This design comes from an exercise in tuning for small area on the open sky130 flow, not from production work.
In this exercise RTL edits were held to simulation tests only and were not proved equivalent to the original.
No activity file was given, so power comes from the tool's default toggle rates.

## flow/flow/run.sh

```bash
#!/bin/bash
# Layout flow: the standard ORFS flow (standard.sh) with two changes:
#  - the port buffers that global placement inserts use the smallest buffer cell;
#  - clock tree synthesis clusters flip-flops in small groups driven by clkbuf_4 and
#    adds no dummy load cells at the tree's leaves.
# ORFS keeps each step's full log under orfs/logs/; make's own output goes to make.log.
set -euo pipefail
cd "$(dirname "$0")/.."
export BUFFER_PORTS_ARGS="-buffer_cell sky130_fd_sc_hd__buf_1"
export CTS_ARGS="-sink_clustering_enable -repair_clock_nets -sink_clustering_size 8 -sink_clustering_max_diameter 35 -buf_list sky130_fd_sc_hd__clkbuf_4 -dont_use_dummy_load"
bash standard.sh > make.log 2>&1
```

## flow/standard.sh

```bash
#!/bin/bash
# synth_recipe.tcl (not shown) runs the flow's synth.tcl, then flattens the netlist and writes it again
# the make line also repeats each setting of config.mk as NAME=value (left out here)
make -C /OpenROAD-flow-scripts/flow DESIGN_CONFIG=/design/flow/config.mk WORK_HOME=/design/flow/orfs CLKGATE_MAP_FILE= SYNTH_SCRIPT=/design/flow/synth_recipe.tcl "${@:-finish}"
```

## flow/config.mk

```make
export PLATFORM = sky130hd
export DESIGN_NAME = processor
export DESIGN_NICKNAME = processor
export VERILOG_FILES = /design/flow/design.v
export SDC_FILE = /design/flow/constraint.sdc
export NUM_CORES = 4
export LEC_CHECK = 0
export CAP_MARGIN = 20
export CORE_MARGIN = 2
export CORE_UTILIZATION = 55
export PLACE_DENSITY = 0.8
export SETUP_SLACK_MARGIN = 0.1
export SLEW_MARGIN = 20
export SYNTH_HIERARCHICAL = 1
```

## flow/constraint.sdc

```tcl
create_clock -name core_clock -period 12.5 [get_ports {clk}]
set_input_delay 2.5000 -clock core_clock [delete_from_list [all_inputs] [get_ports {clk}]]
set_output_delay 2.5000 -clock core_clock [all_outputs]
set_load 0.01 [all_outputs]
```

## flow/design.v

```verilog
module processor( input         clk, reset,
                  output [31:0] PC,
                  input  [31:0] instruction,
                  output        WE,
                  output [31:0] address_to_mem,
                  output [31:0] data_to_mem,
                  input  [31:0] data_from_mem
                );
	wire [5:0]  op = instruction[31:26];
	wire [4:0]  rs = instruction[25:21];
	wire [4:0]  rt = instruction[20:16];
	wire [4:0]  rd = instruction[15:11];
	wire [5:0]  fn = instruction[5:0];
	wire grp0    = ~op[5] & ~op[4] & ~op[3];           
	wire is_jump = grp0 & op[0];                       
	wire is_jr   = is_jump & op[2];
	wire is_jal  = is_jump & ~op[2];
	wire is_beq  = grp0 & ~op[0] & op[2];
	wire is_lw   = op[5] & ~op[3];
	wire reg_we  = ~((op[5] & op[3]) | (~op[5] & ~op[4] & op[2]));
	wire wa_31   = ~op[5] & ~op[4] & op[0];
	wire use_rd  = op[4] | (~op[5] & ~op[3]);
	wire alu_imm = op[5] | (op[3] & ~op[4]);
	wire subm    = grp0 & ~op[2] & fn[1];              
	wire bytem   = op[4];
	wire r_alu   = ~op[4] & ~op[3];
	wire sel_sum = ~op[5] & (~r_alu | (fn[5] & ~fn[2] & ~fn[3]));
	wire sel_slt = r_alu & fn[5] & ~fn[2] & fn[3];
	wire sel_g   = r_alu & fn[5] & fn[2];              
	wire sel_p   = r_alu & fn[5] & fn[2] & fn[0];      
	wire sel_sh  = r_alu & ~fn[5];
	wire sel_shr = sel_sh & fn[1];
	wire sel_shl = sel_sh & ~fn[1];
	wire [31:0] rv1, rv2, wd;
	wire [4:0]  wa = wa_31 ? 5'd31 : (use_rd ? rd : rt);
	wire [31:1] wen, wenb, sel1, sel2;
	wire [31:0] rf_q [1:31];
	wdecoder wdec(.a(wa), .en(reg_we), .y(wen), .yb(wenb));
	rdecoder rdec1(.a(rs), .y(sel1));
	rdecoder rdec2(.a(rt), .y(sel2));
	genvar k, b;
	generate
		for (k = 1; k < 32; k = k + 1) begin : regs
			reg  [31:0] q;
			wire [31:0] d;
			for (b = 0; b < 32; b = b + 1) begin : bits
				hold h(.en(wen[k]), .enb(wenb[k]), .d(wd[b]), .q(q[b]), .y(d[b]));
			end
			always @(posedge clk) q <= d;
			assign rf_q[k] = q;
		end
		for (b = 0; b < 32; b = b + 1) begin : rd_bits
			wire [31:1] col;
			for (k = 1; k < 32; k = k + 1) begin : c
				assign col[k] = rf_q[k][b];
			end
			rd_bit p1(.sel(sel1), .q(col), .y(rv1[b]));
			rd_bit p2(.sel(sel2), .q(col), .y(rv2[b]));
		end
	endgenerate
	wire [31:0] simm = {{16{instruction[15]}}, instruction[15:0]};
	wire [31:0] bop  = alu_imm ? simm : (rv2 ^ {32{subm}});
	wire [31:0] sum, p, g;
	wire [3:0]  cby;
	adder u_add(.a(rv1), .b(bop), .cin(subm), .bytem(bytem), .sum(sum), .p(p), .g(g), .cby(cby));
	wire [3:0] sat = cby & {4{bytem & instruction[8]}};
	wire eq = ~|p;                                     
	wire [31:0] shr;
	wire fill = fn[0] & rv2[31];
	wire big  = |rv1[31:5];
	shifter u_sh(.a(rv1[4:0]), .b(rv2), .left(~fn[1]), .fill(fill), .y(shr));
	reg  [31:0] pc;
	wire [31:0] pc4, pc_next;
	pc_logic u_pc(.pc(pc), .instruction(instruction), .rv1(rv1),
	              .is_jr(is_jr), .is_jal(is_jal), .take(is_beq & eq),
	              .pc4(pc4), .pc_next(pc_next));
	always @(posedge clk or posedge reset)
		if (reset) pc <= 32'd0;
		else       pc <= pc_next;
	wire alu_on = ~is_lw & ~wa_31;
	wire bigfill = alu_on & sel_sh & big & fill;
	wire sw_mem = is_lw;
	wire sw_pc4 = wa_31;
	generate
		for (b = 0; b < 32; b = b + 1) begin : wb
			res_bit r(.s_sum(alu_on & sel_sum), .sum(sum[b]),
			          .s_g(alu_on & sel_g), .g(g[b]), .s_p(alu_on & sel_p), .p(p[b]),
			          .s_shr(alu_on & sel_shr & ~big), .shr(shr[b]),
			          .s_shl(alu_on & sel_shl & ~big), .shl(shr[31-b]),
			          .s_mem(sw_mem), .mem(data_from_mem[b]),
			          .s_pc4(sw_pc4), .pc4(pc4[b]),
			          .x(sat[b/8] | bigfill | (b == 0 ? (alu_on & sel_slt & ~cby[3]) : 1'b0)),
			          .y(wd[b]));
		end
	endgenerate
	assign PC             = pc;
	assign WE             = op[5] & op[3];
	assign address_to_mem = sum;
	assign data_to_mem    = rv2;
endmodule
module wdecoder(input [4:0] a, input en, output [31:1] y, output [31:1] yb);
	wire [3:0] lo, lon;
	wire [7:0] hi, hin;
	genvar k;
	generate
		for (k = 0; k < 4; k = k + 1) begin : l
			assign lo[k]  = en & (a[1:0] == k);
			assign lon[k] = ~(en & (a[1:0] == k));
		end
		for (k = 0; k < 8; k = k + 1) begin : h
			assign hi[k]  = (a[4:2] == k);
			assign hin[k] = ~(a[4:2] == k);
		end
		for (k = 1; k < 32; k = k + 1) begin : d
			nor2  n(.a(hin[k/4]), .b(lon[k%4]), .y(y[k]));
			nand2 m(.a(hi[k/4]), .b(lo[k%4]), .y(yb[k]));
		end
	endgenerate
endmodule
module nor2(input a, b, output y);
	assign y = ~(a | b);
endmodule
module nand2(input a, b, output y);
	assign y = ~(a & b);
endmodule
module rdecoder(input [4:0] a, output [31:1] y);
	wire [3:0] lo = {a[1] & a[0], a[1] & ~a[0], ~a[1] & a[0], ~a[1] & ~a[0]};
	wire [7:0] hi;
	genvar k;
	generate
		for (k = 0; k < 8; k = k + 1) begin : h
			assign hi[k] = (a[4:2] == k);
		end
		for (k = 1; k < 32; k = k + 1) begin : d
			and2 g(.a(hi[k/4]), .b(lo[k%4]), .y(y[k]));
		end
	endgenerate
endmodule
module and2(input a, b, output y);
	assign y = a & b;
endmodule
module hold(input en, enb, d, q, output y);
	assign y = (en & d) | (enb & q);
endmodule
module aoi222(input a1, b1, a2, b2, a3, b3, output y);
	assign y = ~((a1 & b1) | (a2 & b2) | (a3 & b3));
endmodule
module rd_bit(input [31:1] sel, input [31:1] q, output y);
	wire [10:0] n;
	genvar k;
	generate
		for (k = 0; k < 10; k = k + 1) begin : g
			aoi222 a(.a1(sel[3*k+1]), .b1(q[3*k+1]), .a2(sel[3*k+2]), .b2(q[3*k+2]),
			         .a3(sel[3*k+3]), .b3(q[3*k+3]), .y(n[k]));
		end
	endgenerate
	assign n[10] = ~(sel[31] & q[31]);
	assign y = ~(&n);
endmodule
module res_bit(input s_sum, sum, s_g, g, s_p, p, s_shr, shr, s_shl, shl,
               s_mem, mem, s_pc4, pc4, x, output y);
	wire n1, n2, n3;
	aoi222 a1(.a1(s_sum), .b1(sum), .a2(s_g), .b2(g), .a3(s_p), .b3(p), .y(n1));
	aoi222 a2(.a1(s_shr), .b1(shr), .a2(s_shl), .b2(shl), .a3(s_mem), .b3(mem), .y(n2));
	aoi21 a3(.a1(s_pc4), .a2(pc4), .b1(x), .y(n3));
	nand3 o(.a(n1), .b(n2), .c(n3), .y(y));
endmodule
module aoi21(input a1, a2, b1, output y);
	assign y = ~((a1 & a2) | b1);
endmodule
module nand3(input a, b, c, output y);
	assign y = ~(a & b & c);
endmodule
module adder(input [31:0] a, b, input cin, bytem,
             output [31:0] sum, output [31:0] p, output [31:0] g, output [3:0] cby);
	localparam N = 36;
	assign p = a ^ b;
	assign g = a & b;
	wire [N-1:0] g0, p0;
	genvar i, l;
	generate
		for (i = 0; i < N; i = i + 1) begin : pos
			if (i == 0) begin : c0
				assign g0[i] = cin; assign p0[i] = 1'b0;
			end else if (i % 9 == 0) begin : cut
				assign g0[i] = 1'b0; assign p0[i] = ~bytem;
			end else begin : nb
				assign g0[i] = g[i - 1 - (i / 9)]; assign p0[i] = p[i - 1 - (i / 9)];
			end
		end
	endgenerate
	wire [N-1:0] gl [0:11];
	wire [N-1:0] pl [0:11];
	assign gl[0] = g0; assign pl[0] = p0;
	generate
		for (l = 0; l < 6; l = l + 1) begin : up
			for (i = 0; i < N; i = i + 1) begin : n
				if ((i + 1) % (2 << l) == 0) begin : op
					assign gl[l+1][i] = gl[l][i] | (pl[l][i] & gl[l][i - (1 << l)]);
					assign pl[l+1][i] = pl[l][i] & pl[l][i - (1 << l)];
				end else begin : pass
					assign gl[l+1][i] = gl[l][i]; assign pl[l+1][i] = pl[l][i];
				end
			end
		end
		for (l = 4; l >= 0; l = l - 1) begin : dn
			for (i = 0; i < N; i = i + 1) begin : n
				if ((i + 1) % (2 << l) == (1 << l) && i >= (2 << l)) begin : op
					assign gl[11-l][i] = gl[10-l][i] | (pl[10-l][i] & gl[10-l][i - (1 << l)]);
					assign pl[11-l][i] = pl[10-l][i] & pl[10-l][i - (1 << l)];
				end else begin : pass
					assign gl[11-l][i] = gl[10-l][i]; assign pl[11-l][i] = pl[10-l][i];
				end
			end
		end
		for (i = 1; i < N; i = i + 1) begin : s
			if (i % 9 != 0) begin : nb
				assign sum[i - 1 - (i / 9)] = p0[i] ^ gl[11][i - 1];
			end
		end
	endgenerate
	assign cby = {gl[11][35], gl[11][26], gl[11][17], gl[11][8]};
endmodule
module shifter(input [4:0] a, input [31:0] b, input left, fill, output [31:0] y);
	wire [31:0] t0, t1, t2, t3, t4;
	genvar k;
	generate
		for (k = 0; k < 32; k = k + 1) begin : st
			mux2i m0(.a0(b[k]), .a1(b[31-k]), .s(left), .y(t0[k]));                    
			mux2i m1(.a0(t0[k]), .a1(k + 1 < 32 ? t0[k+1] : ~fill), .s(a[0]), .y(t1[k]));
			mux2i m2(.a0(t1[k]), .a1(k + 2 < 32 ? t1[k+2] : fill), .s(a[1]), .y(t2[k]));  
			mux2i m3(.a0(t2[k]), .a1(k + 4 < 32 ? t2[k+4] : ~fill), .s(a[2]), .y(t3[k]));
			mux2i m4(.a0(t3[k]), .a1(k + 8 < 32 ? t3[k+8] : fill), .s(a[3]), .y(t4[k]));  
			mux2i m5(.a0(t4[k]), .a1(k + 16 < 32 ? t4[k+16] : ~fill), .s(a[4]), .y(y[k]));
		end
	endgenerate
endmodule
module mux2i(input a0, a1, s, output y);
	assign y = ~(s ? a1 : a0);
endmodule
module pc_logic(input [31:0] pc, input [31:0] instruction, input [31:0] rv1,
                input is_jr, is_jal, take,
                output [31:0] pc4, output [31:0] pc_next);
	wire [32:2] ci;
	assign ci[2] = 1'b1;
	genvar i;
	generate
		for (i = 2; i < 32; i = i + 1) begin : inc
			assign pc4[i] = pc[i] ^ ci[i];
			assign ci[i+1] = pc[i] & ci[i];
		end
	endgenerate
	assign pc4[1:0] = pc[1:0];
	wire [15:0] imm = instruction[15:0];
	wire s = imm[15];
	wire [18:2] cb;
	wire [31:0] br;
	assign cb[2] = 1'b1;
	generate
		for (i = 2; i < 18; i = i + 1) begin : low
			assign br[i] = pc[i] ^ imm[i-2] ^ cb[i];
			assign cb[i+1] = (pc[i] & imm[i-2]) | (cb[i] & (pc[i] ^ imm[i-2]));
		end
	endgenerate
	wire [32:18] ch;         
	wire mv = cb[18] ^ s;    
	assign ch[18] = 1'b1;
	generate
		for (i = 18; i < 32; i = i + 1) begin : high
			br_high h(.pc(pc[i]), .s(s), .mv(mv), .ch(ch[i]), .br(br[i]), .cho(ch[i+1]));
		end
	endgenerate
	assign br[1:0] = pc[1:0];
	wire s_jr = is_jr;
	wire s_jal = ~is_jr & is_jal;
	wire s_br = ~is_jr & ~is_jal & take;
	wire s_p4 = ~is_jr & ~is_jal & ~take;
	wire [31:0] jt = {pc4[31:28], instruction[25:0], 2'b00};
	generate
		for (i = 0; i < 32; i = i + 1) begin : nx
			pc_bit m(.s_jr(s_jr), .jr(rv1[i]), .s_jal(s_jal), .jal(jt[i]),
			         .s_br(s_br), .br(br[i]), .s_p4(s_p4), .p4(pc4[i]), .y(pc_next[i]));
		end
	endgenerate
endmodule
module br_high(input pc, s, mv, ch, output br, cho);
	assign br = pc ^ (mv & ch);
	assign cho = ch & (pc ^ s);
endmodule
module pc_bit(input s_jr, jr, s_jal, jal, s_br, br, s_p4, p4, output y);
	assign y = (s_jr & jr) | (s_jal & jal) | (s_br & br) | (s_p4 & p4);
endmodule
```

==> results_dict.tcl <==
set metrics [dict create \
    status "timing/DRC/antenna clean" \
    cts_resized 0 \
    postSynthCellCount 3931 \
    slew_headroom_pct 12.2 \
    cts-hold-fix-buffers 0 \
    yosysWarnings 8 \
    grt_pass1_wl_um 299000 \
    power_mw 11.2 \
    hpwl_um 133000 \
    critPathCaptureType "output pin" \
    grt_usage_pct 46.7 \
    row_count 105 \
    rsz0062_at_grt "no" \
    crit_chain "buf_1 -> nor3_1 -> and2_1 -> a222oi_1 -> nand4_1 -> a2111o_1 -> xor2_1 -> a21oi_1 -> ha_1 -> a21o_1 -> or2b_1 -> o211ai_1 -> a2111oi_2 -> a21o_2 -> a41o_4 -> a211oi_2 -> nor2_1 -> fa_1 -> xor2_1 -> buf_1" \
    clock_latency_ps 1180 \
    cp_slowest_cell "nand4_1" \
    post-route-drc-count 0 \
    syn_area_per_cell_um2 11.6 \
    cp_data_arrival_time_ps 9710 \
    cp.required_ps 10000 \
    hp-class "reg -> reg" \
    cts_buffer_depth 3 \
    htree_levels 4 \
    hold_violations 0 \
    grt_max_degree 35 \
    drv_slew 0 \
    numCtsBuffers 165 \
    gp_congestion 1.07 \
    drt_iter0_markers 13900 \
    die_x_um 292 \
    min_period_ps 12210 \
    viasPerCell 8.62 \
    vdd_drop_max_mv 0.108 \
    top_level_ports 163 \
    first_global_vias 43900 \
    wl_um 210000 \
    worst-setup-path-type "in -> out" \
    num_vias 47500 \
    setup-violations-final 0 \
    antenna_left 0 \
    utilization_pct 61.6 \
    worst_pin_slew_ps 1320 \
    initial_utilization_pct 55.7 \
    cp-start-kind "primary input" \
    synth_area_um2 45700 \
    power.density_nw_per_um2 221 \
    cts_sinks 1024 \
    drive_gt1_share_pct 10.5 \
    firstDrtPassIters 17 \
    core_um2 82100 \
    path_clk_slew_ps 50 \
    area_growth_pct 10.6 \
    grt-ovfl-total 0 \
    clock_skew_ps 154 \
    drv_cap 0 \
    final-instance-count-excl-fill 5508 \
    io_buffers 161 \
    wl_per_cell_um 38.1 \
    max_stage_delay_ps 670 \
    die-area_um2 85400 \
    dpl.cell_count 5329 \
    hold_slack_ps 500 \
    post-route-period-util_pct 97.7 \
    antenna_found_initial 13 \
    die_h_um 292 \
    post_cts_buffers 0 \
    path_max_fanout 20 \
    root_buffer "clkbuf_4" \
    leakagePower_nw 20.3 \
    fin_tns_setup_ps 0 \
    cts_tree "done" \
    fmax_mhz 81.9 \
    nets 4589 \
]
## path summary, 6_finish.rpt
kind,from,end,slack (ps),depth (start not counted)
worst max-delay path,instruction[20],address_to_mem[31],290,20
worst min-delay path,regs[23].q[16]$_DFF_P_,regs[23].q[16]$_DFF_P_,500,1
worst max register to register,pc[2]$_DFF_PP0_,pc[21]$_DFF_PP0_,4940,24
worst min register to register,regs[23].q[16]$_DFF_P_,regs[23].q[16]$_DFF_P_,500,1
max in group asynchronous,reset,pc[22]$_DFF_PP0_,10650,3
min in group asynchronous,reset,pc[25]$_DFF_PP0_,1440,3
## stage by stage
stage	worst slack, ps	cell area (um2)
2_1_floorplan	2650	45700
5_1_grt	364	50500
3_3_place_gp	983	49200
3_5_place_dp	986	49200
6_report	294	50600
4_1_cts	963	50400
## sequential cells by signal (all words and copies together) (netlist names)
register  count
regs.q      992
pc           32
## cell usage in the layout, fill, tap and decap left out, types with 12 or more instances in the layout
| cell | n |
|---|---|
| dfrtp_1 | 32 |
| dfxtp_1 | 992 |
| nand2_1 | 151 |
| nor3b_1 | 12 |
| a21oi_1 | 47 |
| nand4_1 | 131 |
| fa_1 | 32 |
| mux2i_1 | 192 |
| nor4_1 | 12 |
| nor2_1 | 28 |
| a2111o_1 | 59 |
| a22oi_1 | 64 |
| xor2_1 | 59 |
| clkbuf_4 | 165 |
| nor2_4 | 24 |
| a22o_1 | 992 |
| buf_4 | 180 |
| a222oi_1 | 704 |
| nand3_1 | 40 |
| buf_1 | 161 |
| xnor2_1 | 16 |
| ha_1 | 61 |
| a21oi_2 | 32 |
| inv_1 | 32 |
| and2_1 | 75 |
## worst max-delay path, delay by kind of cell
family	cells	cell delay, ps
adders and majority gates	2	670
and+or+nand+nor	5	1870
buffers and inverters	2	920
AOI/OAI and AO/OA	9	2940
xor gates and xnor gates	2	780
## where the power goes
group	internal [mW]	switching [mW]
Sequential	4.47	0.989
Combinational	1.53	2.43
Clock	0.603	1.15
## area by class of cell
cell class / count / area [um2]
Multi-Input combinational cell: 2860 / 25100
Clock buffer: 165 / 1240
Antenna cell: 10 / 25.0
Timing Repair Buffer: 347 / 2090
Fill cell: 6738 / 31600
Tap cell: 1070 / 1340
Inverter: 32 / 120
Sequential cell: 1024 / 20700
## layer usage
layer  vias up  wire length (um)  GRT usage [%]
met2      4892             80500           61.8
met3      1190             38600           22.5
li1      18800                 -              -
met4        20             18800           34.6
met1     22500             71600           58.1
met5         -               383           2.61

==> re-timing with driven ports <==
No port has a modelled driver above. Below, the same layout with a new extraction and two added sets of constraints. Step 1 sets driving cells, clkbuf_16 on the clock port and buf_2 on the other inputs (assumed; they add their load-dependent delay and slew). Step 2, shift: input delay + t, output delay - t, t = (earliest + latest rising clock arrival at the registers) / 2. This alone moves slack from input paths to output paths. Slacks: ideal ports / drivers / drivers and shift; pairs: ideal ports / drivers.
shift t [ns]: 1.165
slack for setup (ns): 0.294 / 0.265 / 0.265
worst setup path after step 2: input to output
worst slew at a driven data input, ns: 0.06
After both steps this run still meets setup and hold. For this run, drivers alone change the setup slack by -0.029 ns; drivers and shift together by -0.029 ns.
